This design comes from an exercise in tuning for small area on the open sky130 flow, not from production work. Where RTL was checked, it was by simulation tests only, not by an equivalence proof against the original. For runs 1 and 4, only the layout was checked, not whether the RTL still works. No activity file was given, so power comes from the tool's default toggle rates.

==> design.v <==
module alu #(
    parameter WIDTH     = 8,
    parameter BITS      = 64,
    parameter PRECISION = 2
) (
    input  logic                 clk, rst,
    input  logic [     BITS-1:0] a,
    input  logic [     BITS-1:0] b,
    output logic [     BITS-1:0] result_final,
    input  logic [PRECISION-1:0] precision,
    input  logic [          3:0] opcode,
    output logic                 carry
);
  logic sub;
  assign sub = (opcode[2] & opcode[1]) | (opcode[3] & opcode[0]) | (opcode[3] & opcode[1]);
  logic [7:0] split, top;
  assign split[0] = 1'b1;
  assign split[1] = ~precision[0] & ~precision[1];
  assign split[2] = ~precision[1];
  assign split[3] = ~precision[0] & ~precision[1];
  assign split[4] = ~(precision[0] & precision[1]);
  assign split[5] = ~precision[0] & ~precision[1];
  assign split[6] = ~precision[1];
  assign split[7] = ~precision[0] & ~precision[1];
  assign top = {1'b1, split[7:1]};
  logic op_and, op_or, op_xor, op_sum, op_eq, op_ne, op_avg, op_max, op_min, op_mm;
  assign op_and = (opcode == 4'b0000);
  assign op_or  = (opcode == 4'b0001);
  assign op_xor = (opcode == 4'b0010);
  assign op_sum = (opcode == 4'b0011) | (opcode == 4'b0110);
  assign op_eq  = (opcode == 4'b0100);
  assign op_ne  = (opcode == 4'b0101);
  assign op_avg = (opcode == 4'b0111) | (opcode == 4'b1000);
  assign op_max = (opcode == 4'b1001);
  assign op_min = (opcode == 4'b1010);
  assign op_mm  = op_max | op_min;
  logic [63:0] p, g, s;
  logic [7:0]  ngb, npb, nc7, cb, ncb;
  for (genvar k = 0; k < 8; k++) begin : g_byte
    byte_add u_add (
        .a(a[8*k+7:8*k]), .b(b[8*k+7:8*k]), .sub(sub), .cb(cb[k]), .ncb(ncb[k]),
        .p(p[8*k+7:8*k]), .g(g[8*k+7:8*k]), .s(s[8*k+7:8*k]),
        .ngb(ngb[k]), .npb(npb[k]), .nc7(nc7[k])
    );
  end
  logic nsub;
  logic [7:0] e1n;                  
  logic [7:0] eg, ep;               
  assign nsub = ~sub;
  for (genvar e = 1; e < 8; e++) begin : g_el
    assign e1n[e] = ~(split[e] & sub);
    c_o21ai u_g (.a1(ngb[e-1]), .a2(split[e]), .b1(e1n[e]), .y(eg[e]));
    c_nor2  u_p (.a(npb[e-1]), .b(split[e]), .y(ep[e]));
  end
  logic [7:0] n1g, n1p;
  c_aoi21 u_l1g1 (.a1(ep[1]), .a2(sub), .b1(eg[1]), .y(n1g[1]));
  for (genvar e = 2; e < 8; e++) begin : g_l1
    c_aoi21 u_g (.a1(ep[e]), .a2(eg[e-1]), .b1(eg[e]), .y(n1g[e]));
    c_nand2 u_p (.a(ep[e]), .b(ep[e-1]), .y(n1p[e]));
  end
  logic [7:0] l2g, l2p;
  c_o21ai u_l2g2 (.a1(n1p[2]), .a2(nsub), .b1(n1g[2]), .y(l2g[2]));
  for (genvar e = 3; e < 8; e++) begin : g_l2
    c_o21ai u_g (.a1(n1p[e]), .a2(n1g[e-2]), .b1(n1g[e]), .y(l2g[e]));
    if (e >= 4) c_nor2 u_p (.a(n1p[e]), .b(n1p[e-2]), .y(l2p[e]));
  end
  logic cb1;
  c_inv u_cb1 (.a(n1g[1]), .y(cb1));
  logic [7:0] n3g;
  c_aoi21 u_l3g4 (.a1(l2p[4]), .a2(sub),    .b1(l2g[4]), .y(n3g[4]));
  c_aoi21 u_l3g5 (.a1(l2p[5]), .a2(cb1),    .b1(l2g[5]), .y(n3g[5]));
  c_aoi21 u_l3g6 (.a1(l2p[6]), .a2(l2g[2]), .b1(l2g[6]), .y(n3g[6]));
  c_aoi21 u_l3g7 (.a1(l2p[7]), .a2(l2g[3]), .b1(l2g[7]), .y(n3g[7]));
  assign cb[0]  = sub;
  assign ncb[0] = nsub;
  assign cb[1]  = cb1;
  assign ncb[1] = n1g[1];
  assign cb[2]  = l2g[2];
  c_inv u_ncb2 (.a(l2g[2]), .y(ncb[2]));
  assign cb[3]  = l2g[3];
  c_inv u_ncb3 (.a(l2g[3]), .y(ncb[3]));
  for (genvar e = 4; e < 8; e++) begin : g_cb
    assign ncb[e] = n3g[e];
    c_inv u_cb (.a(n3g[e]), .y(cb[e]));
  end
  logic co;
  c_o21ai u_co (.a1(npb[7]), .a2(ncb[7]), .b1(ngb[7]), .y(co));
  logic [7:0] zb, eql, ltb;
  for (genvar k = 0; k < 8; k++) begin : g_cmp
    assign zb[k]  = ~|p[8*k+7:8*k];    
    c_a21o u_lt (.a1(p[8*k+7]), .a2(nc7[k]), .b1(g[8*k+7]), .y(ltb[k]));
  end
  always_comb begin
    unique case (precision)
      2'b00:   eql = zb;
      2'b01:   eql = {1'b0, &zb[7:6], 1'b0, &zb[5:4], 1'b0, &zb[3:2], 1'b0, &zb[1:0]};
      2'b10:   eql = {3'b0, &zb[7:4], 3'b0, &zb[3:0]};
      default: eql = {7'b0, &zb};
    endcase
  end
  logic d0, d1, d2, d3;
  assign d0 = ~precision[1] & ~precision[0];
  assign d1 = ~precision[1] &  precision[0];
  assign d2 =  precision[1] & ~precision[0];
  assign d3 =  precision[1] &  precision[0];
  logic [7:0] nltl;
  logic ll0a, ll0b, ll0;
  c_aoi22  u_ll0a (.a1(d0), .a2(ltb[0]), .b1(d1), .b2(ltb[1]), .y(ll0a));
  c_aoi22  u_ll0b (.a1(d2), .a2(ltb[3]), .b1(d3), .b2(ltb[7]), .y(ll0b));
  c_nand2  u_ll0  (.a(ll0a), .b(ll0b), .y(ll0));
  c_inv    u_nl0  (.a(ll0), .y(nltl[0]));
  logic d23, d12, d13;
  assign d23 = precision[1];
  assign d12 = precision[1] ^ precision[0];
  assign d13 = precision[0];
  c_aoi222 u_nl1 (.a1(~precision[0] & ~precision[1] | precision[0] & ~precision[1]), .a2(ltb[1]),
                  .b1(d2), .b2(ltb[3]), .c1(d3), .c2(ltb[7]), .y(nltl[1]));
  c_aoi222 u_nl2 (.a1(d0), .a2(ltb[2]), .b1(d1 | d2), .b2(ltb[3]), .c1(d3), .c2(ltb[7]), .y(nltl[2]));
  c_aoi22  u_nl3 (.a1(~d3), .a2(ltb[3]), .b1(d3), .b2(ltb[7]), .y(nltl[3]));
  c_aoi222 u_nl4 (.a1(d0), .a2(ltb[4]), .b1(d1), .b2(ltb[5]), .c1(d23), .c2(ltb[7]), .y(nltl[4]));
  c_aoi22  u_nl5 (.a1(~d23), .a2(ltb[5]), .b1(d23), .b2(ltb[7]), .y(nltl[5]));
  c_aoi22  u_nl6 (.a1(d0), .a2(ltb[6]), .b1(~d0), .b2(ltb[7]), .y(nltl[6]));
  assign nltl[7] = ltb[7];    
  logic [63:0] res;
  for (genvar k = 0; k < 8; k++) begin : g_res
    logic tb_, ka, kb, kv7, neqb;
    logic kbl, kbn, kal, kan;
    assign kbl = op_or | op_max;
    assign kbn = op_or | op_min;
    assign kal = op_or | op_min;
    assign kan = op_or | op_max;
    if (k == 7) begin
      c_mux2 u_kb (.a0(kbn), .a1(kbl), .s(nltl[k]), .y(kb));
      c_mux2 u_ka (.a0(kan), .a1(kal), .s(nltl[k]), .y(ka));
    end else begin
      c_mux2 u_kb (.a0(kbl), .a1(kbn), .s(nltl[k]), .y(kb));
      c_mux2 u_ka (.a0(kal), .a1(kan), .s(nltl[k]), .y(ka));
    end
    assign kv7  = op_avg & ~top[k];
    assign neqb = ~(split[k] & ((op_eq & eql[k]) | (op_ne & ~eql[k])));
    for (genvar j = 0; j < 8; j++) begin : g_bit
      localparam int i = 8 * k + j;
      logic r0n, r1n;
      c_aoi222 u_r0 (.a1(op_and), .a2(g[i]), .b1(op_xor), .b2(p[i]), .c1(op_sum), .c2(s[i]), .y(r0n));
      if (i == 63) begin
        c_aoi22 u_r1 (.a1(ka), .a2(a[i]), .b1(kb), .b2(b[i]), .y(r1n));
      end else begin
        c_aoi222 u_r1 (.a1(j == 7 ? kv7 : op_avg), .a2(s[i+1]), .b1(ka), .b2(a[i]), .c1(kb), .c2(b[i]), .y(r1n));
      end
      if (j == 0) c_nand3 u_r2 (.a(r0n), .b(r1n), .c(neqb), .y(res[i]));
      else        c_nand2 u_r2 (.a(r0n), .b(r1n), .y(res[i]));
    end
  end
  logic [63:0] res_q;
  logic        co_q;
  always_ff @(posedge clk or posedge rst) begin
    if (rst) begin
      res_q        <= '0;
      co_q         <= 1'b0;
      result_final <= '0;
    end else begin
      res_q        <= res;
      co_q         <= co;
      result_final <= res_q;
    end
  end
  assign carry = co_q;
endmodule
module byte_add (
    input  logic [7:0] a, b,
    input  logic       sub, cb, ncb,
    output logic [7:0] p, g, s,
    output logic       ngb, npb, nc7
);
  logic [7:0] bm, k;
  logic [7:0] gc;    
  logic [7:0] pc;    
  logic [7:0] c;     
  for (genvar j = 0; j < 8; j++) begin : g_bit
    c_xor2 u_bm (.a(b[j]), .b(sub), .y(bm[j]));
    c_ha   u_ha (.a(a[j]), .b(bm[j]), .s(p[j]), .c(g[j]));
    if (j == 2 || j == 4 || j == 6) c_nor2 u_k (.a(a[j]), .b(bm[j]), .y(k[j]));
    else assign k[j] = 1'b0;
  end
  assign gc[0] = 1'b0;
  assign pc[0] = 1'b0;
  for (genvar j = 1; j < 8; j++) begin : g_rip
    if (j == 1) begin
      c_aoi21 u_g (.a1(p[j]), .a2(g[0]), .b1(g[j]), .y(gc[j]));       
      c_nand2 u_p (.a(p[j]), .b(p[0]), .y(pc[j]));                    
    end else if (j % 2 == 1) begin
      c_aoi21 u_g (.a1(p[j]), .a2(gc[j-1]), .b1(g[j]), .y(gc[j]));    
      c_nand2 u_p (.a(p[j]), .b(pc[j-1]), .y(pc[j]));                 
    end else begin
      c_aoi21 u_g (.a1(p[j]), .a2(gc[j-1]), .b1(k[j]), .y(gc[j]));    
      c_nor2b u_p (.a(pc[j-1]), .bn(p[j]), .y(pc[j]));                
    end
  end
  assign ngb = gc[7];
  assign npb = pc[7];
  c_xor2 u_s0 (.a(p[0]), .b(cb), .y(s[0]));
  for (genvar j = 1; j < 8; j++) begin : g_sum
    if (j == 1) begin
      c_aoi21 u_c (.a1(p[0]), .a2(cb), .b1(g[0]), .y(c[j]));
      c_xnor2 u_s (.a(p[j]), .b(c[j]), .y(s[j]));
    end else if ((j - 1) % 2 == 0) begin
      c_aoi21 u_c (.a1(pc[j-1]), .a2(cb), .b1(gc[j-1]), .y(c[j]));
      c_xnor2 u_s (.a(p[j]), .b(c[j]), .y(s[j]));
    end else begin
      c_o21ai u_c (.a1(pc[j-1]), .a2(ncb), .b1(gc[j-1]), .y(c[j]));
      c_xor2  u_s (.a(p[j]), .b(c[j]), .y(s[j]));
    end
  end
  assign c[0] = cb;
  assign nc7 = c[7];    
endmodule
module c_xor2 (input logic a, b, output logic y);
  assign y = a ^ b;
endmodule
module c_xnor2 (input logic a, b, output logic y);
  assign y = ~(a ^ b);
endmodule
module c_ha (input logic a, b, output logic s, c);
  assign s = a ^ b;
  assign c = a & b;
endmodule
module c_nor2 (input logic a, b, output logic y);
  assign y = ~(a | b);
endmodule
module c_nor2b (input logic a, bn, output logic y);
  assign y = ~(a | ~bn);
endmodule
module c_nand2 (input logic a, b, output logic y);
  assign y = ~(a & b);
endmodule
module c_nand3 (input logic a, b, c, output logic y);
  assign y = ~(a & b & c);
endmodule
module c_aoi21 (input logic a1, a2, b1, output logic y);
  assign y = ~((a1 & a2) | b1);
endmodule
module c_o21ai (input logic a1, a2, b1, output logic y);
  assign y = ~((a1 | a2) & b1);
endmodule
module c_aoi22 (input logic a1, a2, b1, b2, output logic y);
  assign y = ~((a1 & a2) | (b1 & b2));
endmodule
module c_aoi222 (input logic a1, a2, b1, b2, c1, c2, output logic y);
  assign y = ~((a1 & a2) | (b1 & b2) | (c1 & c2));
endmodule
module c_inv (input logic a, output logic y);
  assign y = ~a;
endmodule
module c_a21o (input logic a1, a2, b1, output logic y);
  assign y = (a1 & a2) | b1;
endmodule
module c_mux2 (input logic a0, a1, s, output logic y);
  assign y = s ? a1 : a0;
endmodule
==> flow/run.sh <==
#!/bin/bash
# Standard synthesis, then every combinational cell is set to its smallest
# drive strength (the layout's repair steps size up what timing needs), then
# the standard layout with the ports buffered by buf_1.
set -euo pipefail
bash standard.sh synth > synth.log 2>&1
openroad -no_init -exit flow/downsize.tcl > downsize.log 2>&1
export BUFFER_PORTS_ARGS="-buffer_cell sky130_fd_sc_hd__buf_1"
bash standard.sh > layout.log 2>&1
==> flow/downsize.tcl <==
# Swap each combinational cell of the synthesized netlist to the _1 (or _0)
# drive strength of the same cell, when that is smaller.
set odb_file orfs/results/sky130hd/alu/base/1_synth.odb
read_db $odb_file
set db [ord::get_db]
set n 0
foreach inst [[ord::get_db_block] getInsts] {
  set m [$inst getMaster]
  set name [$m getName]
  if { ![regexp {^(sky130_fd_sc_hd__[a-z0-9]+)_([0-9]+)$} $name -> base drive] } { continue }
  if { [regexp {__(df|dl|sdf|edf|conb|tap|fill|decap|clkdlybuf|dlygate|dlymetal)} $base] } { continue }
  set best $m
  foreach d {0 1} {
    set cand [$db findMaster ${base}_$d]
    if { $cand ne "NULL" && [expr {[$cand getWidth] < [[set best] getWidth]}] } { set best $cand }
  }
  if { $best ne $m } {
    $inst swapMaster $best
    incr n
  }
}
puts "downsized $n instances"
write_db $odb_file
==> standard.sh <==
#!/bin/bash
# synth_recipe.tcl (not shown) runs the flow's synth.tcl, then flattens the netlist and writes it again
# the make line also repeats each setting of config.mk as NAME=value (left out here)
make -C /OpenROAD-flow-scripts/flow DESIGN_CONFIG=/design/flow/config.mk WORK_HOME=/design/flow/orfs CLKGATE_MAP_FILE= SYNTH_SCRIPT=/design/flow/synth_recipe.tcl "${@:-finish}"
==> config.mk <==
export PLATFORM = sky130hd
export DESIGN_NAME = alu
export DESIGN_NICKNAME = alu
export VERILOG_FILES = /design/flow/design.v
export SDC_FILE = /design/flow/constraint.sdc
export NUM_CORES = 4
export LEC_CHECK = 0
export CAP_MARGIN = 20
export CORE_MARGIN = 2
export CORE_UTILIZATION = 60
export CTS_BUF_LIST = sky130_fd_sc_hd__clkbuf_2 sky130_fd_sc_hd__clkbuf_4
export CTS_CLUSTER_SIZE = 30
export GPL_TIMING_DRIVEN = 0
export SLEW_MARGIN = 20
export SYNTH_HIERARCHICAL = 1
export SYNTH_MINIMUM_KEEP_SIZE = 0
==> constraint.sdc <==
create_clock -name core_clock -period 6.0 [get_ports {clk}]
set_input_delay 1.2000 -clock core_clock [delete_from_list [all_inputs] [get_ports {clk}]]
set_output_delay 1.2000 -clock core_clock [all_outputs]
set_load 0.01 [all_outputs]
==> notes.md, run 1 <==
Setup CP Type input port to flip-flop; num rows 44; Finished Core Util 72.91%; Static Leak 4.546 nW; Most common cell on crit path a21oi_1; Pins Over Slew Limit 0; initial drt markers 1368; Post-Syn Nets 1085; drt pass-1 iters 10; P&R area growth vs syn 20.42%; crit-path leading delay family compound AO/OA/AOI/OAI gates; Netlist Area Pre-Place 8700 um^2; relative slew slack 48.24%; Mapped Avg Cell Area 9.886 um^2; Max-Cap Viols 0; Via density 6.546; # setup viols final 0; Detail Placement HPWL 17760 um; largest net degree at the start of global routing 80; Reg-to-Reg Start res_q[23]; Total Wirelength 24780 um; VDD IR-drop max 0.1527 mV; Bufs and invs on worst path 6; I/O Buffers 198; share of cells above drive strength 1 8.289%; fillers 1164; die area 15480 um^2; final setup margin 0.2915 ns; antenna viol nets, final 0; clk latency of the worst-skew pair 0.55 ns; largest fanout on the critical path 21; worst endpoint required time 6.42 ns; CTS Buf Count 17; drt drc 0; number of global-route vias before repair 8090; Final Total Pwr 0.002915 W; worst reg-to-reg path cell count 0; GPL Wtd Cong 0.9508; Pint 0.001825 W; wire length per cell 18.79 um; CP Capture Point res_q[16]; Flop pwr share 38.0%; CTS tree yes; GRT Overall Usage 31.40%; antenna violations before repair 1; final hold vios 0; reg2reg setup slack 5.47 ns; I/O pins 201; worst r2r dst result_final[23]; Root Driver clkbuf_4; global-route wire length before repair 39880 um; vias 8634; CP startpoint kind input port; Peak Freq 175.2 MHz; fin crit period 5.709 ns; Core ar. 14370 um^2; sw frac 37.41%; P_sw 0.001091 W; worst hold slack 0.3554 ns; final net count 1326; Placed Area 10080 um^2; critical path data arrival time 6.13 ns; yosys synthesis warning count 7; final instance area 10480 um^2; Syn Inst Count 880; dpl ws -1.465 ns; WP depth 27; clk buf depth 2; Comb power frac 41.2%; grt total ovfl 0; starting density of the core 60.55%; CP startpoint opcode[3]; Crit. End Element flip-flop; final period utilization 95.14%; Worst-Margin Slew 0.7693 ns; status timing/DRC/antenna clean; total clock sinks 129; die width 124.4 um; clock group share of total power 20.8%; worst clock skew 0.006565 ns; H-tree depth 4; CTS clock-pin slew for the worst setup and hold paths 0.10 ns; Die H 124.4 um; Max stage delay on crit path 0.44 ns; PwrDens 278.3 nW/um^2; worst min path class flip-flop to flip-flop; Critical Path Slowest Stage Cell mux2_1
-- power by group through the flow --
stage               sequential [W]  combinational [W]  clock (W)
floorplan                  0.00117           0.000774          0
global placement           0.00112            0.00112          0
detailed placement         0.00113            0.00115          0
CTS                        0.00111            0.00116   0.000622
global route               0.00112            0.00132   0.000662
finish                     0.00111            0.00120   0.000606
-- worst min path at each step --
stage               startpoint               end  cells after the start
floorplan             res_q[0]   result_final[0]                      0
global placement     res_q[56]  result_final[56]                      0
finish               res_q[14]  result_final[14]                      0
CTS                  res_q[14]  result_final[14]                      0
detailed placement   res_q[14]  result_final[14]                      0
global route         res_q[15]  result_final[15]                      0
-- stage by stage --
stage	TNS, ns	cells
finish	0	1319
global placement	-163.39	1262
global route	-0.04269	1319
detailed placement	-82.50	1280
floorplan	-38.40	880
CTS	0	1313
-- final cells by class --
| cell class | count | area, um^2 | share of cell area (%) |
|---|---|---|---|
| Buffer | 3 | 42.54 | 0.4061 |
| Clock inverter | 13 | 143.9 | 1.373 |
| Multi-Input combinational cell | 733 | 5547 | 52.94 |
| Tap cell | 184 | 230.2 | 2.198 |
| Sequential cell | 129 | 3228 | 30.81 |
| Clock buffer | 19 | 142.6 | 1.362 |
| Inverter | 15 | 61.31 | 0.5852 |
| Timing Repair Buffer | 222 | 1079 | 10.29 |
| Antenna cell | 1 | 2.502 | 0.02389 |
-- sequential cells by signal, summed over array words and instances, names as in the netlist --
register      flops
result_final     64
co_q              1
res_q            64
-- what timing repair did --
action,in CTS,in global routing
pin swaps,1,6
hold buffers,0,0
setup buffers,1,5
gates resized for setup,6,11
setup endpoints to repair,64,63
-- metal layers --
layer | global-route usage [%] | wire (um)
met1 | 43.52 | 10520
met2 | 49.15 | 11370
met3 | 7.904 | 2495
met4 | 8.923 | 394
met5 | 0 | 0
-- cells in the final DEF, fill, tap and decap left out, drive strengths merged, types with 9 or more instances in the layout --
cell type	n
a21oi	101
a222oi	130
buf	222
clkbuf	22
clkinv	9
dfrtp	129
ha	69
inv	15
mux2	16
nand2	111
nand3	9
nor2	39
nor2b	26
nor4	19
o21ai	39
xnor2	36
xor2	99
==> run 2, diff against run 1 <==
--- a/design.v
+++ b/design.v
@@ -36,9 +36,17 @@
   assign op_mm  = op_max | op_min;
   logic [63:0] p, g, s;
   logic [7:0]  ngb, npb, nc7, cb, ncb;
+  logic [7:0] sub_b, and_b, xor_b, sum_b, avg_b;
+  for (genvar k = 0; k < 8; k++) begin : g_cbuf
+    c_buf u_sub (.a(sub),    .y(sub_b[k]));
+    c_buf u_and (.a(op_and), .y(and_b[k]));
+    c_buf u_xor (.a(op_xor), .y(xor_b[k]));
+    c_buf u_sum (.a(op_sum), .y(sum_b[k]));
+    c_buf u_avg (.a(op_avg), .y(avg_b[k]));
+  end
   for (genvar k = 0; k < 8; k++) begin : g_byte
     byte_add u_add (
-        .a(a[8*k+7:8*k]), .b(b[8*k+7:8*k]), .sub(sub), .cb(cb[k]), .ncb(ncb[k]),
+        .a(a[8*k+7:8*k]), .b(b[8*k+7:8*k]), .sub(sub_b[k]), .cb(cb[k]), .ncb(ncb[k]),
         .p(p[8*k+7:8*k]), .g(g[8*k+7:8*k]), .s(s[8*k+7:8*k]),
         .ngb(ngb[k]), .npb(npb[k]), .nc7(nc7[k])
     );
@@ -141,11 +149,11 @@
     for (genvar j = 0; j < 8; j++) begin : g_bit
       localparam int i = 8 * k + j;
       logic r0n, r1n;
-      c_aoi222 u_r0 (.a1(op_and), .a2(g[i]), .b1(op_xor), .b2(p[i]), .c1(op_sum), .c2(s[i]), .y(r0n));
+      c_aoi222 u_r0 (.a1(and_b[k]), .a2(g[i]), .b1(xor_b[k]), .b2(p[i]), .c1(sum_b[k]), .c2(s[i]), .y(r0n));
       if (i == 63) begin
         c_aoi22 u_r1 (.a1(ka), .a2(a[i]), .b1(kb), .b2(b[i]), .y(r1n));
       end else begin
-        c_aoi222 u_r1 (.a1(j == 7 ? kv7 : op_avg), .a2(s[i+1]), .b1(ka), .b2(a[i]), .c1(kb), .c2(b[i]), .y(r1n));
+        c_aoi222 u_r1 (.a1(j == 7 ? kv7 : avg_b[k]), .a2(s[i+1]), .b1(ka), .b2(a[i]), .c1(kb), .c2(b[i]), .y(r1n));
       end
       if (j == 0) c_nand3 u_r2 (.a(r0n), .b(r1n), .c(neqb), .y(res[i]));
       else        c_nand2 u_r2 (.a(r0n), .b(r1n), .y(res[i]));
@@ -257,3 +265,6 @@
 module c_mux2 (input logic a0, a1, s, output logic y);
   assign y = s ? a1 : a0;
 endmodule
+module c_buf (input logic a, output logic y);
+  assign y = a;
+endmodule
--- a/config.mk
+++ b/config.mk
@@ -8,7 +8,7 @@
 export CAP_MARGIN = 20
 export CORE_MARGIN = 2
 export CORE_UTILIZATION = 60
-export CTS_BUF_LIST = sky130_fd_sc_hd__clkbuf_2 sky130_fd_sc_hd__clkbuf_4
+export CTS_BUF_LIST = sky130_fd_sc_hd__clkbuf_4
 export CTS_CLUSTER_SIZE = 30
 export GPL_TIMING_DRIVEN = 0
 export SLEW_MARGIN = 20
==> run 2 against run 1 <==
Highest routed layer unchanged. Synthesized cell count rose by 4.5%. Global-route usage about the same. Die area is 1.7% higher. Sequential share of layout area grew 0.29 points. Count of clock-buffer cells in the layout down 1. Register-to-register slack about the same. Sequential power is essentially flat. Flip-flop and latch count did not move.
==> notes.md, run 2 <==
setup TNS 0 ns; worst r2r dst result_final[23]; relative slew slack 28.79%; Peak Freq 171.0 MHz; starting density of the core 61.12%; final hold vios 0; # hold bufs at CTS 0; yosys synthesis warning count 7; P&R area growth vs syn 17.26%; Total Wirelength 25300 um; worst hold slack 0.3469 ns; CTS Buf Count 17; commonest non-fill, non-tap cell in the layout buf_1; Pins Over Slew Limit 0; Syn Inst Count 920; fin crit period 5.847 ns; Crit. End Element flip-flop; Core ar. 14480 um^2; I/O Buffers 198; initial drt markers 1305; most frequent cells in the layout buf_1 (230), a222oi_1 (130), dfrtp_1 (129), nand2_1 (111), xor2_1 (99); vias 8684; num rows 44; Via density 6.452; Detail Placement HPWL 18540 um; final period utilization 97.45%; drt drc 0; Largest regs res_q: 64 flops, result_final: 64 flops, co_q: 1 flops; CTS clock-pin slew for the worst setup and hold paths 0.11 ns; final net count 1355; Post-Syn Nets 1125; fillers 1240; clk buf depth 2; antenna violations before repair 1; global-route wire length before repair 39950 um; H-tree depth 4; dpl ws -1.592 ns; Final Total Pwr 0.002943 W; drt pass-1 iters 8; worst min path class flip-flop to flip-flop; GPL Wtd Cong 0.9440; Max-Cap Viols 0; CP Capture Point res_q[8]; worst reg-to-reg path cell count 0; CP startpoint kind input port; grt total ovfl 0; Root Driver clkbuf_4; clk latency of the worst-skew pair 0.54 ns; Reg-to-Reg Start res_q[23]; share of cells above drive strength 1 6.288%; wire length per cell 18.80 um; CP startpoint opcode[2]; status timing/DRC/antenna clean; final setup margin 0.1530 ns; critical path data arrival time 6.24 ns; CTS tree yes; worst clock skew 0.01364 ns; die width 125.4 um; PwrDens 283.6 nW/um^2; largest net degree at the start of global routing 81; Setup CP Type input port to flip-flop; VDD IR-drop max 0.1699 mV; total clock sinks 129; placed insts 1305; Worst-Margin Slew 1.064 ns; GRT Overall Usage 31.36%; worst endpoint required time 6.39 ns; Die H 125.4 um; Mapped Avg Cell Area 9.619 um^2; antenna viol nets, final 0; Netlist Area Pre-Place 8850 um^2; largest fanout on the critical path 8; Static Leak 4.501 nW; die area 15740 um^2; number of global-route vias before repair 8152; non-filler cells, final 1346; reg2reg setup slack 5.47 ns; I/O pins 201; # setup viols final 0
[run 2: per-stage QoR]
stage	util (%)	area [um^2]
global placement	67.94	9837
finish	71.67	10380
floorplan	-	8864
global route	71.67	10380
CTS	70.95	10270
detailed placement	68.35	9897
[run 2: what timing repair did]
item	CTS	global route
setup buffers	4	6
endpoints found under the setup margin	64	63
resized for setup	16	16
gates cloned	0	1
pin swaps	2	5
endpoints found under the hold margin	0	0
[run 2: critical path, cell delays in order]
cell	delay, ns
clkbuf_2	0.17
nor2_1	0.22
nor2_4	0.07
buf_4	0.16
clkbuf_4	0.21
xor2_1	0.19
ha_1	0.37
a21oi_1	0.11
a21oi_1	0.17
a21oi_1	0.10
a21oi_1	0.17
a21oi_1	0.11
a21oi_1	0.21
a21oi_1	0.12
o21ai_1	0.22
a21oi_1	0.14
o21ai_2	0.20
a21oi_4	0.08
inv_2	0.13
a21oi_4	0.09
a21o_2	0.26
a222oi_1	0.39
buf_4	0.20
mux2_2	0.43
a222oi_1	0.36
nand3_1	0.18
[run 2: layout make-up]
class	instances	area, um^2	area share, %
Inverter	15	61.31	0.5908
Antenna cell	1	2.502	0.02411
Sequential cell	129	3228	31.11
Clock inverter	12	167.7	1.616
Clock buffer	18	135.1	1.302
Tap cell	184	230.2	2.218
Timing Repair Buffer	211	863.3	8.319
Multi-Input combinational cell	734	5512	53.11
Buffer	42	177.7	1.712
[run 2: how the worst min path moves through the flow]
stage	from	to	slack [ns]	cells after the start
after floorplan	res_q[0]	result_final[0]	0.33	0
after global placement	res_q[31]	result_final[31]	0.33	0
after detailed placement	res_q[10]	result_final[10]	0.33	0
after CTS	res_q[13]	result_final[13]	0.35	0
after global routing	res_q[13]	result_final[13]	0.35	0
final	res_q[16]	result_final[16]	0.35	0
[run 2: per-layer routing]
layer | vias up | routed length [um] | global-route usage [%]
met2 | 427 | 11720 | 48.65
li1 | 4066 | - | -
met5 | - | 0 | 0
met1 | 4163 | 10830 | 43.74
met4 | 0 | 313 | 8.889
met3 | 28 | 2434 | 8.045
[run 2: power breakdown]
| group | internal (W) | switching, W |
|---|---|---|
| clock network | 0.000327 | 0.000308 |
| registers | 0.00106 | 0.0000508 |
| logic | 0.000466 | 0.000735 |
| total | 0.00185 | 0.00109 |
==> run 3, diff against run 2 <==
--- a/config.mk
+++ b/config.mk
@@ -8,7 +8,7 @@
 export CAP_MARGIN = 20
 export CORE_MARGIN = 2
 export CORE_UTILIZATION = 60
-export CTS_BUF_LIST = sky130_fd_sc_hd__clkbuf_4
+export CTS_BUF_LIST = sky130_fd_sc_hd__clkbuf_2 sky130_fd_sc_hd__clkbuf_4
 export CTS_CLUSTER_SIZE = 30
 export GPL_TIMING_DRIVEN = 0
 export SLEW_MARGIN = 20
==> run 3 against run 2 <==
Clock power barely moved. Synthesized area did not move. Routed wire length did not move. Clock skew did not move. Via count did not move. Still clean on timing, DRC and antenna.
==> notes.md, run 3 <==
Die H 125.4 um; Post-Syn Nets 1125; Pins Over Slew Limit 0; Syn Inst Count 920; Bufs and invs on worst path 5; I/O Buffers 198; wire length per cell 18.80 um; GPL Wtd Cong 0.9440; Largest regs res_q: 64 flops, result_final: 64 flops, co_q: 1 flops; Peak Freq 171.0 MHz; CTS Buf Count 17; Mapped Avg Cell Area 9.619 um^2; Static Leak 4.501 nW; VDD IR-drop max 0.1699 mV; final setup margin 0.1530 ns; Final Total Pwr 0.002943 W; yosys synthesis warning count 7; clk latency of the worst-skew pair 0.54 ns; die width 125.4 um; GRT Overall Usage 31.36%; Setup CP Type input port to flip-flop; number of global-route vias before repair 8152; Detail Placement HPWL 18540 um; status timing/DRC/antenna clean; non-filler cells, final 1346; num rows 44; Total Wirelength 25300 um; commonest non-fill, non-tap cell in the layout buf_1; P&R area growth vs syn 17.26%; die area 15740 um^2; drt drc 0; M1 wire length 10830 um; total clock sinks 129; initial drt markers 1305; grt total ovfl 0; clk buf depth 2; CP startpoint kind input port; Critical Path Slowest Stage Cell mux2_2; Core ar. 14480 um^2; drt pass-1 iters 8; starting density of the core 61.12%; Max stage delay on crit path 0.43 ns; Via density 6.452; largest fanout on the critical path 8; Most common cell on crit path a21oi_1; critical path data arrival time 6.24 ns; worst clock skew 0.01364 ns; Netlist Area Pre-Place 8850 um^2; worst min path class flip-flop to flip-flop; most frequent cells in the layout buf_1 (230), a222oi_1 (130), dfrtp_1 (129), nand2_1 (111), xor2_1 (99); fillers 1240; vias 8684; final period utilization 97.45%; worst hold slack 0.3469 ns; relative slew slack 28.79%; I/O pins 201; # setup viols final 0; Max-Cap Viols 0; Crit. End Element flip-flop; Routed met2 length 11720 um; share of cells above drive strength 1 6.288%; placed insts 1305; PwrDens 283.6 nW/um^2; Root Driver clkbuf_4; largest net degree at the start of global routing 81; fin crit period 5.847 ns; crit-path leading delay family compound AO/OA/AOI/OAI gates; final hold vios 0; CTS tree yes; global-route wire length before repair 39950 um; antenna viol nets, final 0; setup TNS 0 ns; wire length on met3 2434 um; max layer used met4; H-tree depth 4; worst endpoint required time 6.39 ns; antenna violations before repair 1; final net count 1355; dpl ws -1.592 ns; CTS clock-pin slew for the worst setup and hold paths 0.11 ns; Worst-Margin Slew 1.064 ns
-- run 3: cell counts in the layout (fill, tap and decap cells not counted) --
No cell type changed its count.
-- run 3: repair_timing --
action | in CTS | in global routing
gates cloned | 0 | 1
resized for setup | 16 | 16
endpoints found under the setup margin | 64 | 63
buffers inserted | 4 | 6
hold buffers | 0 | 0
endpoints found under the hold margin | 0 | 0
pin swaps | 2 | 5
-- run 3: stage by stage --
stage | util (%) | cell area [um^2]
2_1_floorplan | - | 8864
3_3_place_gp | 67.94 | 9837
3_5_place_dp | 68.35 | 9897
4_1_cts | 70.95 | 10270
5_1_grt | 71.67 | 10380
6_report | 71.67 | 10380
-- run 3: area by class of cell --
type                            count  area (um^2)  area share [%]
Buffer                             42        177.7           1.712
Clock buffer                       18        135.1           1.302
Multi-Input combinational cell    734         5512           53.11
Timing Repair Buffer              211        863.3           8.319
Antenna cell                        1        2.502         0.02411
Clock inverter                     12        167.7           1.616
Sequential cell                   129         3228           31.11
Inverter                           15        61.31          0.5908
Tap cell                          184        230.2           2.218
-- run 3: worst paths after layout --
path                           start                to  slack [ns]  cells after the start
setup / recovery           opcode[2]          res_q[8]        0.15                     26
setup reg to reg           res_q[23]  result_final[23]        5.47                      0
max in group asynchronous        rst  result_final[46]        4.56                      3
hold reg to reg            res_q[16]  result_final[16]        0.35                      0
hold / removal             res_q[16]  result_final[16]        0.35                      0
min in group asynchronous        rst   result_final[6]        0.70                      2
-- run 3: layer usage --
metal / GRT usage (%) / vias up
li1: - / 4066
met1: 43.74 / 4163
met2: 48.65 / 427
met3: 8.045 / 28
met4: 8.889 / 0
met5: 0 / -
-- run 3: report_power, final --
group / switching, W / internal (W) / total (W) / leakage [nW]
registers: 0.0000508 / 0.00106 / 0.00111 / 1.66
logic: 0.000735 / 0.000466 / 0.00120 / 2.68
clock network: 0.000308 / 0.000327 / 0.000634 / 0.161
==> run 4, diff against run 3 <==
--- a/design.v
+++ b/design.v
@@ -190,13 +190,10 @@
     if (j == 2 || j == 4 || j == 6) c_nor2 u_k (.a(a[j]), .b(bm[j]), .y(k[j]));
     else assign k[j] = 1'b0;
   end
-  assign gc[0] = 1'b0;
-  assign pc[0] = 1'b0;
+  assign gc[0] = g[0];
+  assign pc[0] = p[0];
   for (genvar j = 1; j < 8; j++) begin : g_rip
-    if (j == 1) begin
-      c_aoi21 u_g (.a1(p[j]), .a2(g[0]), .b1(g[j]), .y(gc[j]));       
-      c_nand2 u_p (.a(p[j]), .b(p[0]), .y(pc[j]));                    
-    end else if (j % 2 == 1) begin
+    if (j % 2 == 1) begin
       c_aoi21 u_g (.a1(p[j]), .a2(gc[j-1]), .b1(g[j]), .y(gc[j]));    
       c_nand2 u_p (.a(p[j]), .b(pc[j-1]), .y(pc[j]));                 
     end else begin
@@ -208,10 +205,7 @@
   assign npb = pc[7];
   c_xor2 u_s0 (.a(p[0]), .b(cb), .y(s[0]));
   for (genvar j = 1; j < 8; j++) begin : g_sum
-    if (j == 1) begin
-      c_aoi21 u_c (.a1(p[0]), .a2(cb), .b1(g[0]), .y(c[j]));
-      c_xnor2 u_s (.a(p[j]), .b(c[j]), .y(s[j]));
-    end else if ((j - 1) % 2 == 0) begin
+    if ((j - 1) % 2 == 0) begin
       c_aoi21 u_c (.a1(pc[j-1]), .a2(cb), .b1(gc[j-1]), .y(c[j]));
       c_xnor2 u_s (.a(p[j]), .b(c[j]), .y(s[j]));
     end else begin
==> run 4 against run 3 <==
Register-to-register slack about the same. Non-clock buffer count up 18. Still clean on timing, DRC and antenna. Sequential power about the same. Sequential share of layout area down 0.30 points. Die area up 0.66%. Worst setup slack better by 0.060 ns. Synthesized cell count up 1.7%. Critical endpoint is now res_q[32]. Largest cell class unchanged. Largest power group unchanged.
==> notes.md, run 4 <==
drt drc 0; clock group share of total power 22.1%; antenna violations before repair 1; H-tree depth 4; CTS tree yes; global-route wire length before repair 40390 um; I/O Buffers 198; Root Driver clkbuf_4; number of global-route vias before repair 8039; Critical Path Slowest Stage Cell a222oi_1; wire length per cell 18.68 um; Mapped Avg Cell Area 9.519 um^2; CTS clock-pin slew for the worst setup and hold paths 0.11 ns; grt total ovfl 0; Worst-Margin Slew 1.029 ns; reg2reg setup slack 5.48 ns; fillers 1185; # setup viols final 0; clk latency of the worst-skew pair 0.55 ns; die width 125.9 um; total clock sinks 129; final period utilization 96.45%; Post-Syn Nets 1141; Max stage delay on crit path 0.49 ns; placed insts 1321; GPL Wtd Cong 0.9125; largest fanout on the critical path 8; antenna viol nets, final 0; Largest regs res_q: 64 flops, result_final: 64 flops, co_q: 1 flops; P&R area growth vs syn 17.60%; Die H 125.9 um; CP startpoint kind input port; die area 15840 um^2; # hold bufs at CTS 0; most frequent cells in the layout buf_1 (246), a222oi_1 (130), dfrtp_1 (129), nand2_1 (111), xor2_1 (99); I/O pins 201; GRT Overall Usage 31.69%; critical path data arrival time 6.21 ns; yosys synthesis warning count 7; commonest non-fill, non-tap cell in the layout buf_1; Flop pwr share 37.2%; largest net degree at the start of global routing 68; PwrDens 284.6 nW/um^2; drt pass-1 iters 9; Static Leak 4.524 nW; Detail Placement HPWL 18420 um; Comb power frac 40.8%; non-filler cells, final 1365; CTS Buf Count 17; sw frac 37.61%; Crit. End Element flip-flop; Total Wirelength 25500 um; share of cells above drive strength 1 7.373%; VDD IR-drop max 0.1852 mV; final hold vios 0; worst clock skew 0.01128 ns; Pint 0.001860 W; Syn Inst Count 936; Core ar. 14530 um^2; Most common cell on crit path a21oi_1; Max-Cap Viols 0; Peak Freq 172.8 MHz; worst min path class flip-flop to flip-flop; Setup CP Type input port to flip-flop; P_sw 0.001121 W; worst endpoint required time 6.43 ns; fin crit period 5.787 ns; Pins Over Slew Limit 0; status timing/DRC/antenna clean; Netlist Area Pre-Place 8910 um^2; num rows 44; relative slew slack 31.16%; starting density of the core 61.30%; initial drt markers 1301; Via density 6.549; vias 8940; setup TNS 0 ns; final net count 1372; clk buf depth 2
==> run 4: layer usage <==
metal | GRT usage [%] | share of wire (%)
met3 | 6.287 | 10
met4 | 9.438 | 1.7
met2 | 49.38 | 46
met5 | 0 | 0
met1 | 45.16 | 42
==> run 4: final cells by class <==
cell class | instances | area, um^2 | share of cell area [%]
antenna | 1 | 2.502 | 0.02388
buffer | 59 | 242.7 | 2.317
clock buffer | 17 | 127.6 | 1.218
clock inverter | 15 | 191.4 | 1.827
inverter | 15 | 61.31 | 0.5851
multi-input combinational | 733 | 5523 | 52.71
sequential | 129 | 3228 | 30.81
tap | 184 | 230.2 | 2.197
timing repair buffer | 212 | 870.8 | 8.311
==> run 4: timing repair <==
action,4_1_cts,5_1_grt
gates cloned,0,0
pin swaps,1,10
setup endpoints to repair,64,64
gates resized for setup,14,32
setup buffers,3,8
==> run 4: final timing paths <==
kind                                          to  startpoint  depth (start not counted)
worst min register to register  result_final[22]   res_q[22]                          0
min in group asynchronous        result_final[4]         rst                          2
worst max-delay path                   res_q[32]   opcode[3]                         25
worst max register to register  result_final[23]   res_q[23]                          0
max in group asynchronous              res_q[44]         rst                          3
worst min-delay path            result_final[22]   res_q[22]                          0
==> run 4: power by group through the flow <==
stage / Sequential [W] / Combinational [W] / Clock, W
6_report: 0.00111 / 0.00122 / 0.000658
3_3_place_gp: 0.00112 / 0.00113 / 0
5_1_grt: 0.00113 / 0.00133 / 0.000718
4_1_cts: 0.00111 / 0.00116 / 0.000673
2_1_floorplan: 0.00117 / 0.000779 / 0
3_5_place_dp: 0.00113 / 0.00114 / 0
==> run 4: per-stage QoR <==
stage / hold slack [ns] / utilization, % / cell area (um^2) / setup slack [ns] / total power, W
3_3_place_gp: 0.3311 / 68.10 / 9897 / -1.607 / 0.002253
4_1_cts: 0.3527 / 71.12 / 10340 / 0.01868 / 0.002945
6_report: 0.3487 / 72.09 / 10480 / 0.2131 / 0.002981
2_1_floorplan: 0.3312 / - / 8924 / 0.006347 / 0.001949
3_5_place_dp: 0.3347 / 68.51 / 9957 / -1.660 / 0.002269
5_1_grt: 0.3522 / 72.09 / 10480 / -0.06018 / 0.003173
==> run 4: worst max-delay path, delay by kind of cell <==
family	cells	cell delay [ns]
AO/OA/AOI/OAI	15	2.80
buffers and inverters	5	0.97
multiplexers	1	0.40
adder cells (fa/ha/maj)	1	0.32
AND/OR/NAND/NOR	2	0.26
XOR/XNOR	1	0.22
==> run 5, diff against run 4 <==
--- a/design.v
+++ b/design.v
@@ -190,10 +190,13 @@
     if (j == 2 || j == 4 || j == 6) c_nor2 u_k (.a(a[j]), .b(bm[j]), .y(k[j]));
     else assign k[j] = 1'b0;
   end
-  assign gc[0] = g[0];
-  assign pc[0] = p[0];
+  assign gc[0] = 1'b0;
+  assign pc[0] = 1'b0;
   for (genvar j = 1; j < 8; j++) begin : g_rip
-    if (j % 2 == 1) begin
+    if (j == 1) begin
+      c_aoi21 u_g (.a1(p[j]), .a2(g[0]), .b1(g[j]), .y(gc[j]));       
+      c_nand2 u_p (.a(p[j]), .b(p[0]), .y(pc[j]));                    
+    end else if (j % 2 == 1) begin
       c_aoi21 u_g (.a1(p[j]), .a2(gc[j-1]), .b1(g[j]), .y(gc[j]));    
       c_nand2 u_p (.a(p[j]), .b(pc[j-1]), .y(pc[j]));                 
     end else begin
@@ -205,7 +208,10 @@
   assign npb = pc[7];
   c_xor2 u_s0 (.a(p[0]), .b(cb), .y(s[0]));
   for (genvar j = 1; j < 8; j++) begin : g_sum
-    if ((j - 1) % 2 == 0) begin
+    if (j == 1) begin
+      c_aoi21 u_c (.a1(p[0]), .a2(cb), .b1(g[0]), .y(c[j]));
+      c_xnor2 u_s (.a(p[j]), .b(c[j]), .y(s[j]));
+    end else if ((j - 1) % 2 == 0) begin
       c_aoi21 u_c (.a1(pc[j-1]), .a2(cb), .b1(gc[j-1]), .y(c[j]));
       c_xnor2 u_s (.a(p[j]), .b(c[j]), .y(s[j]));
     end else begin
==> flow/run.sh (replaced) <==
#!/bin/bash
# Standard synthesis, then every combinational cell is set to its smallest
# drive strength (the layout's repair steps size up what timing needs), then
# the standard layout with the ports buffered by buf_1 and a clock tree
# built without dummy loads.
set -euo pipefail
bash standard.sh synth > synth.log 2>&1
openroad -no_init -exit flow/downsize.tcl > downsize.log 2>&1
export BUFFER_PORTS_ARGS="-buffer_cell sky130_fd_sc_hd__buf_1"
export CTS_ARGS="-sink_clustering_enable -repair_clock_nets -sink_clustering_size 30 -buf_list sky130_fd_sc_hd__clkbuf_4 -dont_use_dummy_load"
bash standard.sh > layout.log 2>&1
--- a/config.mk
+++ b/config.mk
@@ -8,9 +8,10 @@
 export CAP_MARGIN = 20
 export CORE_MARGIN = 2
 export CORE_UTILIZATION = 60
-export CTS_BUF_LIST = sky130_fd_sc_hd__clkbuf_2 sky130_fd_sc_hd__clkbuf_4
+export CTS_BUF_LIST = sky130_fd_sc_hd__clkbuf_4
 export CTS_CLUSTER_SIZE = 30
 export GPL_TIMING_DRIVEN = 0
+export SETUP_SLACK_MARGIN = 0.1
 export SLEW_MARGIN = 20
 export SYNTH_HIERARCHICAL = 1
 export SYNTH_MINIMUM_KEEP_SIZE = 0
==> run 5 against run 4 <==
Via count decreased by 2.3%. Global-route usage down 0.26 points. Synthesized area decreased by 0.67%. Clock skew is 0.032 ns higher. Total power fell by 8.7%. Critical path depth rose by 1. First-iteration DRC count is 6.8% higher. Cell count down 2.0%. Design area shrank 2.1%. Critical endpoint is now res_q[8]. Largest power group unchanged.
==> notes.md, run 5 <==
final net count 1360; I/O Buffers 198; VDD IR-drop max 0.1600 mV; drt drc 0; Worst-Margin Slew 1.031 ns; I/O pins 201; starting density of the core 61.12%; Final Total Pwr 0.002721 W; status timing/DRC/antenna clean; fillers 1220; initial drt markers 1390; Hold Path Sink result_final[14]; area taken by multi-input logic gates 5530 um^2; # setup viols final 0; Finished Core Util 70.85%; Peak Freq 174.3 MHz; Core ar. 14480 um^2; hold_sp res_q[14]; yosys synthesis warning count 7; critical path data arrival time 6.14 ns; drt pass-1 iters 8; fin crit period 5.737 ns; Most common cell on crit path a21oi_1; Via density 6.531; Detail Placement HPWL 18370 um; crit-path leading delay family compound AO/OA/AOI/OAI gates; antenna viol nets, final 0; num rows 44; Max stage delay on crit path 0.42 ns; commonest non-fill, non-tap cell in the layout buf_1; Netlist Area Pre-Place 8850 um^2; CTS tree yes; share of cells above drive strength 1 7.285%; H-tree depth 4; worst endpoint required time 6.40 ns; clk latency of the worst-skew pair 0.55 ns; final hold vios 0; worst clock skew 0.04369 ns; total clock sinks 129; vias 8738; CTS Buf Count 17; RSZ-0062 raised after global routing no; Crit. End Element flip-flop; reg2reg setup slack 5.48 ns; worst reg-to-reg path cell count 0; Bufs and invs on worst path 5; global-route wire length before repair 39980 um; Setup CP Type input port to flip-flop; largest fanout on the critical path 8; P&R area growth vs syn 15.92%; Post-Syn Nets 1125; number of global-route vias before repair 8038; worst hold slack 0.3301 ns; final period utilization 95.61%; largest net degree at the start of global routing 84; Largest regs res_q: 64 flops, result_final: 64 flops, co_q: 1 flops; Die H 125.4 um; register area 3228 um^2; die width 125.4 um; Syn Inst Count 920; Max-Cap Viols 0; worst r2r dst result_final[2]; PwrDens 265.2 nW/um^2; most frequent cells in the layout buf_1 (230), a222oi_1 (130), dfrtp_1 (129), nand2_1 (111), xor2_1 (99); Static Leak 4.436 nW; clk buf depth 2; wire length per cell 19.06 um; CP startpoint kind input port; Mapped Avg Cell Area 9.619 um^2; Critical Path Slowest Stage Cell mux2_2; relative slew slack 31.00%; CTS clock-pin slew for the worst setup and hold paths 0.11 ns; die area 15740 um^2; GPL Wtd Cong 0.9500; hold path depth 0; Reg-to-Reg Start res_q[2]; GRT Overall Usage 31.43%; grt total ovfl 0; antenna violations before repair 1; Pins Over Slew Limit 0; worst min path class flip-flop to flip-flop; Total Wirelength 25500 um; Root Driver clkbuf_4
==> run 5: worst max-delay path by stage <==
| stage | start | cells after the start | endpoint | slack (ns) |
|---|---|---|---|---|
| floorplan | opcode[0] | 24 | res_q[32] | 0.12 |
| global placement | opcode[0] | 24 | res_q[8] | -1.27 |
| detailed placement | opcode[3] | 24 | res_q[8] | -1.43 |
| CTS | opcode[3] | 24 | res_q[40] | 0.13 |
| global route | opcode[0] | 25 | res_q[40] | 0.07 |
| finish | opcode[2] | 26 | res_q[8] | 0.26 |
==> run 5: layout make-up <==
class	count	area share [%]
Antenna cell	1	0.02439
Buffer	42	1.756
Clock buffer	17	1.244
Inverter	15	0.5976
Multi-Input combinational cell	734	53.91
Sequential cell	129	31.47
Tap cell	184	2.244
Timing Repair Buffer	216	8.757
==> run 5: timing repair <==
item | 4_1_cts | 5_1_grt
endpoints found under the setup margin | 64 | 64
cloned | 0 | 1
resized for setup | 11 | 35
buffers inserted | 6 | 9
hold buffers | 0 | 0
hold endpoints to repair | 0 | 0
pin swaps | 3 | 6
==> run 5: per-stage QoR <==
step	setup slack (ns)	std cells	area (um^2)	TNS [ns]
6_report	0.2632	1338	10260	0
5_1_grt	0.07398	1338	10260	0
4_1_cts	0.1289	1328	10100	0
3_5_place_dp	-1.429	1305	9905	-79.57
3_3_place_gp	-1.266	1302	9847	-72.26
2_1_floorplan	0.1192	920	8874	0
==> run 5: power breakdown <==
| part | leakage [nW] | total (W) | switching [W] | internal [W] |
|---|---|---|---|---|
| logic | 2.70 | 0.00122 | 0.000742 | 0.000476 |
| clock network | 0.0782 | 0.000392 | 0.000263 | 0.000129 |
| registers | 1.66 | 0.00111 | 0.0000528 | 0.00106 |
| total | 4.44 | 0.00272 | 0.00106 | 0.00166 |
==> run 5: per-layer routing <==
layer,part of all wire (%),track usage [%],up-vias,wire (um)
met5,0,0,-,0
met1,42,44.50,4156,10640
met3,9.7,6.804,55,2480
met4,2.6,10.78,0,662
li1,-,-,4054,-
met2,46,48.01,473,11710
==> run 6, diff against run 5 <==
--- a/config.mk
+++ b/config.mk
@@ -7,11 +7,10 @@
 export LEC_CHECK = 0
 export CAP_MARGIN = 20
 export CORE_MARGIN = 2
-export CORE_UTILIZATION = 60
+export CORE_UTILIZATION = 70
 export CTS_BUF_LIST = sky130_fd_sc_hd__clkbuf_4
 export CTS_CLUSTER_SIZE = 30
-export GPL_TIMING_DRIVEN = 0
-export SETUP_SLACK_MARGIN = 0.1
+export GPL_TIMING_DRIVEN = 1
 export SLEW_MARGIN = 20
 export SYNTH_HIERARCHICAL = 1
 export SYNTH_MINIMUM_KEEP_SIZE = 0
==> run 6 against run 5 <==
Still clean. Fmax up 0.90%. Non-clock buffer count decreased by 18. Combinational power hardly changed. Worst setup slack better by 0.051 ns. Flip-flop and latch count did not move. First-iteration DRC count is 23% higher.
==> notes.md, run 6 <==
Crit. End Element flip-flop; Placed Area 9981 um^2; most frequent cells in the layout buf_1 (200), a222oi_1 (130), dfrtp_1 (129), nand2_1 (111), a21oi_1 (101); setup TNS 0 ns; Worst-Margin Slew 0.9569 ns; drt drc 0; Largest regs res_q: 64 flops, result_final: 64 flops, co_q: 1 flops; die width 116.4 um; clk latency of the worst-skew pair 0.54 ns; Bufs and invs on worst path 4; Peak Freq 175.9 MHz; yosys synthesis warning count 7; total clock sinks 129; hold path depth 0; Total Wirelength 25720 um; worst min path class flip-flop to flip-flop; Post-Syn Nets 1125; largest fanout on the critical path 24; global-route wire length before repair 40220 um; P&R area growth vs syn 14.45%; num rows 41; CTS Buf Count 17; final hold vios 0; VDD IR-drop max 0.1928 mV; Via density 6.920; vias 9037; non-filler cells, final 1306; Root Driver clkbuf_4; die area 13560 um^2; Max-Cap Viols 0; Core ar. 12470 um^2; worst clock skew 0.02416 ns; starting density of the core 70.99%; antenna viol nets, final 0; Netlist Area Pre-Place 8850 um^2; final net count 1341; largest net degree at the start of global routing 79; antenna violations before repair 0; Max stage delay on crit path 0.47 ns; Setup CP Type input port to flip-flop; Most common cell on crit path a21oi_1; Static Leak 4.460 nW; Critical Path Slowest Stage Cell mux2_1; CP startpoint kind input port; worst endpoint required time 6.39 ns; drt pass-1 iters 7; CTS tree yes; Antenna Cells 0; share of cells above drive strength 1 5.820%; number of global-route vias before repair 8492; Finished Core Util 81.25%; # setup viols final 0; placed insts 1287; wire length per cell 19.70 um; initial drt markers 1714; Mapped Avg Cell Area 9.619 um^2; Detail Placement HPWL 18160 um; critical path data arrival time 6.08 ns; worst reg-to-reg path cell count 0; I/O pins 201; commonest non-fill, non-tap cell in the layout buf_1; I/O Buffers 200; H-tree depth 4; grt total ovfl 0; Final Total Pwr 0.002732 W; clk buf depth 2; final instance area 10130 um^2; crit-path leading delay family compound AO/OA/AOI/OAI gates; PwrDens 269.7 nW/um^2; CTS clock-pin slew for the worst setup and hold paths 0.11 ns; GRT Overall Usage 37.53%; Syn Inst Count 920; GPL Wtd Cong 0.9572; Die H 116.4 um; final period utilization 94.76%; fin crit period 5.686 ns; WP depth 26; relative slew slack 36.21%; Pins Over Slew Limit 0; status timing/DRC/antenna clean
==> run 6: cell count changes in the layout (fill, tap and decap cells not counted), moves of 3 or more <==
cell | previous run | this run
a21oi_2 | 9 | 0
nor2_2 | 3 | 0
nor2_1 | 35 | 38
buf_1 | 230 | 200
clkbuf_2 | 3 | 0
mux2_2 | 13 | 0
clkbuf_4 | 21 | 17
buf_4 | 17 | 38
a21oi_1 | 89 | 101
a21oi_4 | 3 | 0
buf_2 | 3 | 0
o21ai_1 | 35 | 38
mux2_1 | 3 | 16
==> run 6: power by group <==
part / switching (W) / leakage [nW] / internal (W) / total (W)
clock network: 0.000272 / 0.0782 / 0.000129 / 0.000401
registers: 0.0000613 / 1.66 / 0.00106 / 0.00112
logic: 0.000735 / 2.73 / 0.000477 / 0.00121
total: 0.00107 / 4.46 / 0.00166 / 0.00273
==> run 6: routing by layer <==
metal / up-vias / GRT usage [%] / wire length (um)
met5: - / 0 / 0
met4: 0 / 15.95 / 733
met3: 72 / 8.978 / 3174
li1: 4024 / - / -
met1: 4250 / 49.43 / 9861
met2: 691 / 59.50 / 11950
==> run 6: cell type report <==
| type | count | area (um^2) |
|---|---|---|
| multi-input cells | 733 | 5431 |
| flip-flops and latches | 129 | 3228 |
| fillers | 859 | 2337 |
| repair buffers | 240 | 1067 |
| well taps | 172 | 215.2 |
| clock buffers | 17 | 127.6 |
| inverters | 15 | 58.81 |
==> run 6: path summary, 6_finish.rpt <==
kind,end,startpoint,slack [ns]
worst max-delay path,res_q[0],opcode[3],0.31
worst min-delay path,result_final[22],res_q[22],0.33
worst max register to register,result_final[32],res_q[32],5.45
worst min register to register,result_final[22],res_q[22],0.33
max in group asynchronous,result_final[43],rst,3.93
min in group asynchronous,res_q[3],rst,0.85
==> run 6: through the flow <==
stage | setup slack (ns) | hold slack (ns)
after floorplan | 0.006347 | 0.3312
after global placement | 0.09673 | 0.3322
after detailed placement | -0.1929 | 0.3355
after CTS | 0.3497 | 0.3430
after global routing | -0.007738 | 0.3437
final | 0.3143 | 0.3338
==> run 6: timing repair <==
item                       4_1_cts  5_1_grt
buffers inserted                 0        1
hold buffers                     0        0
setup endpoints to repair        0       57
gates resized for setup          0        2
hold endpoints to repair         0        0
==> run 7, diff against run 6 <==
--- a/config.mk
+++ b/config.mk
@@ -7,7 +7,7 @@
 export LEC_CHECK = 0
 export CAP_MARGIN = 20
 export CORE_MARGIN = 2
-export CORE_UTILIZATION = 70
+export CORE_UTILIZATION = 60
 export CTS_BUF_LIST = sky130_fd_sc_hd__clkbuf_4
 export CTS_CLUSTER_SIZE = 30
 export GPL_TIMING_DRIVEN = 1
==> run 7 against run 6 <==
Still clean on timing, DRC and antenna. Clock power hardly changed. Worst setup slack improved by 0.20 ns. Die area increased by 16%. Clock skew is 0.0040 ns higher. Critical path type unchanged. Largest cell class unchanged. Highest routed layer unchanged.
==> notes.md, run 7 <==
Detail Placement HPWL 18120 um; CTS Buf Count 17; grt total ovfl 0; antenna violations before repair 0; Flop pwr share 41.2%; clock group share of total power 14.8%; most frequent cells in the layout buf_1 (200), a222oi_1 (130), dfrtp_1 (129), nand2_1 (111), a21oi_1 (101); final net count 1338; antenna viol nets, final 0; die width 125.4 um; Critical Path Slowest Stage Cell mux2_1; Via density 6.573; max layer used met4; CTS tree yes; Largest regs res_q: 64 flops, result_final: 64 flops, co_q: 1 flops; CTS clock-pin slew for the worst setup and hold paths 0.11 ns; critical path data arrival time 5.87 ns; starting density of the core 61.12%; Routed met2 length 11440 um; Worst-Margin Slew 1.018 ns; Mapped Avg Cell Area 9.619 um^2; CP startpoint kind input port; VDD IR-drop max 0.1702 mV; Final Total Pwr 0.002699 W; Root Driver clkbuf_4; worst clock skew 0.02813 ns; Peak Freq 182.2 MHz; GRT Overall Usage 31.44%; num rows 44; GPL Wtd Cong 0.9246; wire length on met3 2513 um; final period utilization 91.49%; Max-Cap Viols 0; I/O pins 201; Most common cell on crit path a21oi_1; Static Leak 4.444 nW; Antenna Cells 0; sw frac 38.64%; # setup viols final 0; initial drt markers 1563; H-tree depth 4; commonest non-fill, non-tap cell in the layout buf_1; final hold vios 0; Pins Over Slew Limit 0; Die H 125.4 um; status timing/DRC/antenna clean; crit path cell chain buf_1, a21oi_1, nor2_4, buf_4, xor2_1, ha_1, a21oi_1, a21oi_1, a21oi_1, a21oi_1, a21oi_1, a21oi_1, a21oi_1, o21ai_1, a21oi_1, o21ai_1, a21oi_1, inv_1, a21oi_1, a21o_2, a222oi_1, mux2_1, a222oi_1, nand3_1; worst endpoint required time 6.38 ns; Total Wirelength 24860 um; worst min path class flip-flop to flip-flop; P&R area growth vs syn 14.32%; P_sw 0.001043 W; M1 wire length 10630 um; relative slew slack 31.85%; Max stage delay on crit path 0.52 ns; yosys synthesis warning count 7; clk buf depth 2; Syn Inst Count 920; share of cells above drive strength 1 5.659%; fin crit period 5.489 ns; Setup CP Type input port to flip-flop; Post-Syn Nets 1125; Crit. End Element flip-flop; Pint 0.001656 W; drt pass-1 iters 10; I/O Buffers 200; global-route wire length before repair 40440 um; drt drc 0; largest fanout on the critical path 12; wire length per cell 18.91 um; vias 8644; PwrDens 266.8 nW/um^2; worst hold slack 0.3318 ns; Comb power frac 44.0%; RSZ-0062 raised after global routing no; largest net degree at the start of global routing 59; Core ar. 14480 um^2; total clock sinks 129; number of global-route vias before repair 8059; die area 15740 um^2; Netlist Area Pre-Place 8850 um^2; clk latency of the worst-skew pair 0.55 ns
[run 7: metrics by stage]
stage | TNS, ns | utilization (%) | std cells | instance area (um^2) | setup WS [ns]
finish | 0 | 69.88 | 1315 | 10120 | 0.5109
global route | 0 | 69.88 | 1315 | 10120 | 0.03350
CTS | 0 | 69.87 | 1315 | 10120 | 0.5468
detailed placement | -0.02651 | 68.99 | 1298 | 9988 | -0.02651
global placement | 0 | 68.99 | 1298 | 9988 | 0.04508
floorplan | 0 | - | 920 | 8864 | 0.006347
[run 7: layer usage]
layer / track usage [%] / vias up
li1: - / 4022
met1: 44.82 / 4110
met2: 49.76 / 485
met3: 6.205 / 27
met4: 7.386 / 0
met5: 0 / -
[run 7: layout make-up]
cell class / count / area, um^2
Inverter: 15 / 58.81
Clock buffer: 17 / 127.6
Multi-Input combinational cell: 733 / 5431
Fill cell: 1240 / 4362
Sequential cell: 129 / 3228
Tap cell: 184 / 230.2
Timing Repair Buffer: 237 / 1041
[run 7: final timing paths]
kind                            from                to  slack (ns)  cells after the start
min in group asynchronous        rst         res_q[11]        0.74                      2
setup / recovery           opcode[3]         res_q[16]        0.51                     24
hold reg to reg            res_q[14]  result_final[14]        0.33                      0
setup reg to reg           res_q[23]  result_final[23]        5.49                      0
hold / removal             res_q[14]  result_final[14]        0.33                      0
max in group asynchronous        rst  result_final[32]        4.18                      3
[run 7: timing repair]
item                                    in CTS  in global routing
buffers inserted                             0                  0
hold buffers                                 0                  0
endpoints found under the setup margin       0                  2
resized for setup                            0                  2
[run 7: power groups by stage]
stage | clock [W] | combinational [W] | sequential, W
after detailed placement | 0 | 0.00116 | 0.00113
after global placement | 0 | 0.00115 | 0.00113
after floorplan | 0 | 0.000771 | 0.00117
after global routing | 0.000448 | 0.00131 | 0.00113
final | 0.000399 | 0.00119 | 0.00111
after CTS | 0.000414 | 0.00117 | 0.00111
[run 7: critical path: cells and delay by family]
family | cells | cell delay (ns)
AOI/OAI and AO/OA | 16 | 2.99
adders and majority gates | 1 | 0.37
xor gates and xnor gates | 1 | 0.18
buffers and inverters | 3 | 0.38
and+or+nand+nor | 2 | 0.23
muxes | 1 | 0.52
==> run 8, diff against run 7 <==
--- a/flow/run.sh
+++ b/flow/run.sh
@@ -7,5 +7,5 @@
 bash standard.sh synth > synth.log 2>&1
 openroad -no_init -exit flow/downsize.tcl > downsize.log 2>&1
 export BUFFER_PORTS_ARGS="-buffer_cell sky130_fd_sc_hd__buf_1"
-export CTS_ARGS="-sink_clustering_enable -repair_clock_nets -sink_clustering_size 30 -buf_list sky130_fd_sc_hd__clkbuf_4 -dont_use_dummy_load"
+export CTS_ARGS="-sink_clustering_enable -repair_clock_nets -sink_clustering_size 40 -sink_clustering_max_diameter 150 -buf_list sky130_fd_sc_hd__clkbuf_4 -dont_use_dummy_load"
 bash standard.sh > layout.log 2>&1
==> run 8 against run 7 <==
Still clean. Synthesized cell count did not move. Non-clock buffer count unchanged. Cell count unchanged. Flip-flop and latch count is the same. Design area unchanged. Fmax unchanged. Critical endpoint unchanged. Highest routed layer unchanged.
==> notes.md, run 8 <==
Comb power frac 44.0%; num rows 44; CP startpoint kind input port; Max stage delay on crit path 0.52 ns; H-tree depth 4; CTS tree yes; GPL Wtd Cong 0.9246; clk buf depth 2; GRT Overall Usage 31.44%; Detail Placement HPWL 18120 um; initial drt markers 1563; most frequent cells in the layout buf_1 (200), a222oi_1 (130), dfrtp_1 (129), nand2_1 (111), a21oi_1 (101); VDD IR-drop max 0.1702 mV; yosys synthesis warning count 7; drt drc 0; Max-Cap Viols 0; Root Driver clkbuf_4; Critical Path Slowest Stage Cell mux2_1; Worst-Margin Slew 1.018 ns; number of global-route vias before repair 8059; Post-Syn Nets 1125; placed insts 1298; antenna viol nets, final 0; relative slew slack 31.85%; PwrDens 266.8 nW/um^2; fin crit period 5.489 ns; Netlist Area Pre-Place 8850 um^2; total clock sinks 129; Pint 0.001656 W; clock group share of total power 14.8%; Core ar. 14480 um^2; Most common cell on crit path a21oi_1; grt total ovfl 0; RSZ-0062 raised after global routing no; largest fanout on the critical path 12; # setup viols final 0; Mapped Avg Cell Area 9.619 um^2; reg2reg setup slack 5.49 ns; Setup CP Type input port to flip-flop; Pins Over Slew Limit 0; I/O pins 201; final net count 1338; Largest regs res_q: 64 flops, result_final: 64 flops, co_q: 1 flops; I/O Buffers 200; vias 8644; clk latency of the worst-skew pair 0.55 ns; # hold bufs at CTS 0; P_sw 0.001043 W; Via density 6.573; CTS Buf Count 17; Crit. End Element flip-flop; commonest non-fill, non-tap cell in the layout buf_1; final setup margin 0.5109 ns; Finished Core Util 69.88%; final period utilization 91.49%; non-filler cells, final 1315; Antenna Cells 0; Peak Freq 182.2 MHz; wire length per cell 18.91 um; antenna violations before repair 0; die width 125.4 um; starting density of the core 61.12%; largest net degree at the start of global routing 59; status timing/DRC/antenna clean; sw frac 38.64%; P&R area growth vs syn 14.32%; worst clock skew 0.02813 ns; Static Leak 4.444 nW; final hold vios 0; Flop pwr share 41.2%; CTS clock-pin slew for the worst setup and hold paths 0.11 ns; Die H 125.4 um; drt pass-1 iters 10; dpl ws -0.02651 ns; share of cells above drive strength 1 5.659%; die area 15740 um^2; worst min path class flip-flop to flip-flop; critical path data arrival time 5.87 ns; Syn Inst Count 920; Total Wirelength 24860 um; worst endpoint required time 6.38 ns; global-route wire length before repair 40440 um; crit path cell chain buf_1, a21oi_1, nor2_4, buf_4, xor2_1, ha_1, a21oi_1, a21oi_1, a21oi_1, a21oi_1, a21oi_1, a21oi_1, a21oi_1, o21ai_1, a21oi_1, o21ai_1, a21oi_1, inv_1, a21oi_1, a21o_2, a222oi_1, mux2_1, a222oi_1, nand3_1
-- run 8: cell counts in the layout (fill, tap and decap cells not counted) --
Identical to the previous run, type by type.
-- run 8: layer usage --
metal | vias to the layer above | global-route usage, % | share of wire [%]
met5 | - | 0 | 0
li1 | 4022 | - | -
met4 | 0 | 7.386 | 1.1
met2 | 485 | 49.76 | 46
met3 | 27 | 6.205 | 10
met1 | 4110 | 44.82 | 43
-- run 8: final timing paths --
kind                            cells after the start       from               end
max in group asynchronous                           3        rst  result_final[32]
worst max register to register                      0  res_q[23]  result_final[23]
worst min-delay path                                0  res_q[14]  result_final[14]
min in group asynchronous                           2        rst         res_q[11]
worst max-delay path                               24  opcode[3]         res_q[16]
worst min register to register                      0  res_q[14]  result_final[14]
-- run 8: cell type report --
cell class                      count  area [um^2]
Multi-Input combinational cell    733         5431
Clock buffer                       17        127.6
Inverter                           15        58.81
Sequential cell                   129         3228
Fill cell                        1240         4362
Tap cell                          184        230.2
Timing Repair Buffer              237         1041
-- run 8: repair_timing --
action / CTS / global route
gates resized for setup: 0 / 2
endpoints found under the setup margin: 0 / 2
buffers inserted: 0 / 0
-- run 8: power groups by stage --
stage / Combinational (W) / Clock [W] / Sequential (W)
after detailed placement: 0.00116 / 0 / 0.00113
after CTS: 0.00117 / 0.000414 / 0.00111
after floorplan: 0.000771 / 0 / 0.00117
after global placement: 0.00115 / 0 / 0.00113
final: 0.00119 / 0.000399 / 0.00111
after global routing: 0.00131 / 0.000448 / 0.00113
-- run 8: worst max-delay path, delay by kind of cell --
family	cells	cell delay, ns
buffers and inverters	3	0.38
AOI/OAI and AO/OA	16	2.99
adders and majority gates	1	0.37
xor gates and xnor gates	1	0.18
muxes	1	0.52
and+or+nand+nor	2	0.23
-- run 8: stage by stage --
stage,instance area (um^2),power [W],hold WS [ns],setup TNS (ns)
3_5_place_dp,9988,0.002292,0.3355,-0.02651
2_1_floorplan,8864,0.001941,0.3312,0
4_1_cts,10120,0.002698,0.3312,0
3_3_place_gp,9988,0.002279,0.3314,0
5_1_grt,10120,0.002885,0.3400,0
6_report,10120,0.002699,0.3318,0

-- separate check: timing with driven ports --
In the flow no input, the clock included, has a driving cell. The finished layouts below were timed again as built, in two steps.
Step 1 (the two cells are an assumption about what drives the block):
set clk [get_ports {clk}]
set_driving_cell -lib_cell sky130_fd_sc_hd__clkbuf_16 $clk
set_driving_cell -lib_cell sky130_fd_sc_hd__buf_2 [delete_from_list [all_inputs] $clk]
Step 2 times the ports against the registers' clock, not the clock port: input delays grow and output delays shrink by t, the midpoint of the rising clock arrivals with the driver on.
a / b / c = ideal ports / drivers / drivers and shift; a / b = the first two.
run	t (ns)	slack for setup (ns)	hold WS [ns]	latest minus earliest clock arrival (ns)
run 1	0.595	0.291 / 0.287 / -0.308	0.355 / 0.355 / 0.355	0.021 / 0.021
run 2	0.577	0.153 / 0.163 / -0.414	0.347 / 0.347 / 0.347	0.016 / 0.016
run 3	0.577	0.153 / 0.163 / -0.414	0.347 / 0.347 / 0.347	0.016 / 0.016
run 4	0.583	0.213 / 0.197 / -0.387	0.349 / 0.349 / 0.349	0.017 / 0.017
run 5	0.567	0.263 / 0.260 / -0.307	0.330 / 0.330 / 0.330	0.048 / 0.047
run 6	0.567	0.314 / 0.329 / -0.237	0.334 / 0.334 / 0.334	0.033 / 0.033
run 7	0.569	0.511 / 0.527 / -0.042	0.332 / 0.332 / 0.332	0.032 / 0.032
run 8	0.569	0.511 / 0.527 / -0.042	0.332 / 0.332 / 0.332	0.032 / 0.032
Met with ideal ports but missed after step 2: setup timing in every run listed. The setup slack of run 4, which loses most, moves by -0.016 ns with the drivers and by -0.600 ns with both steps.
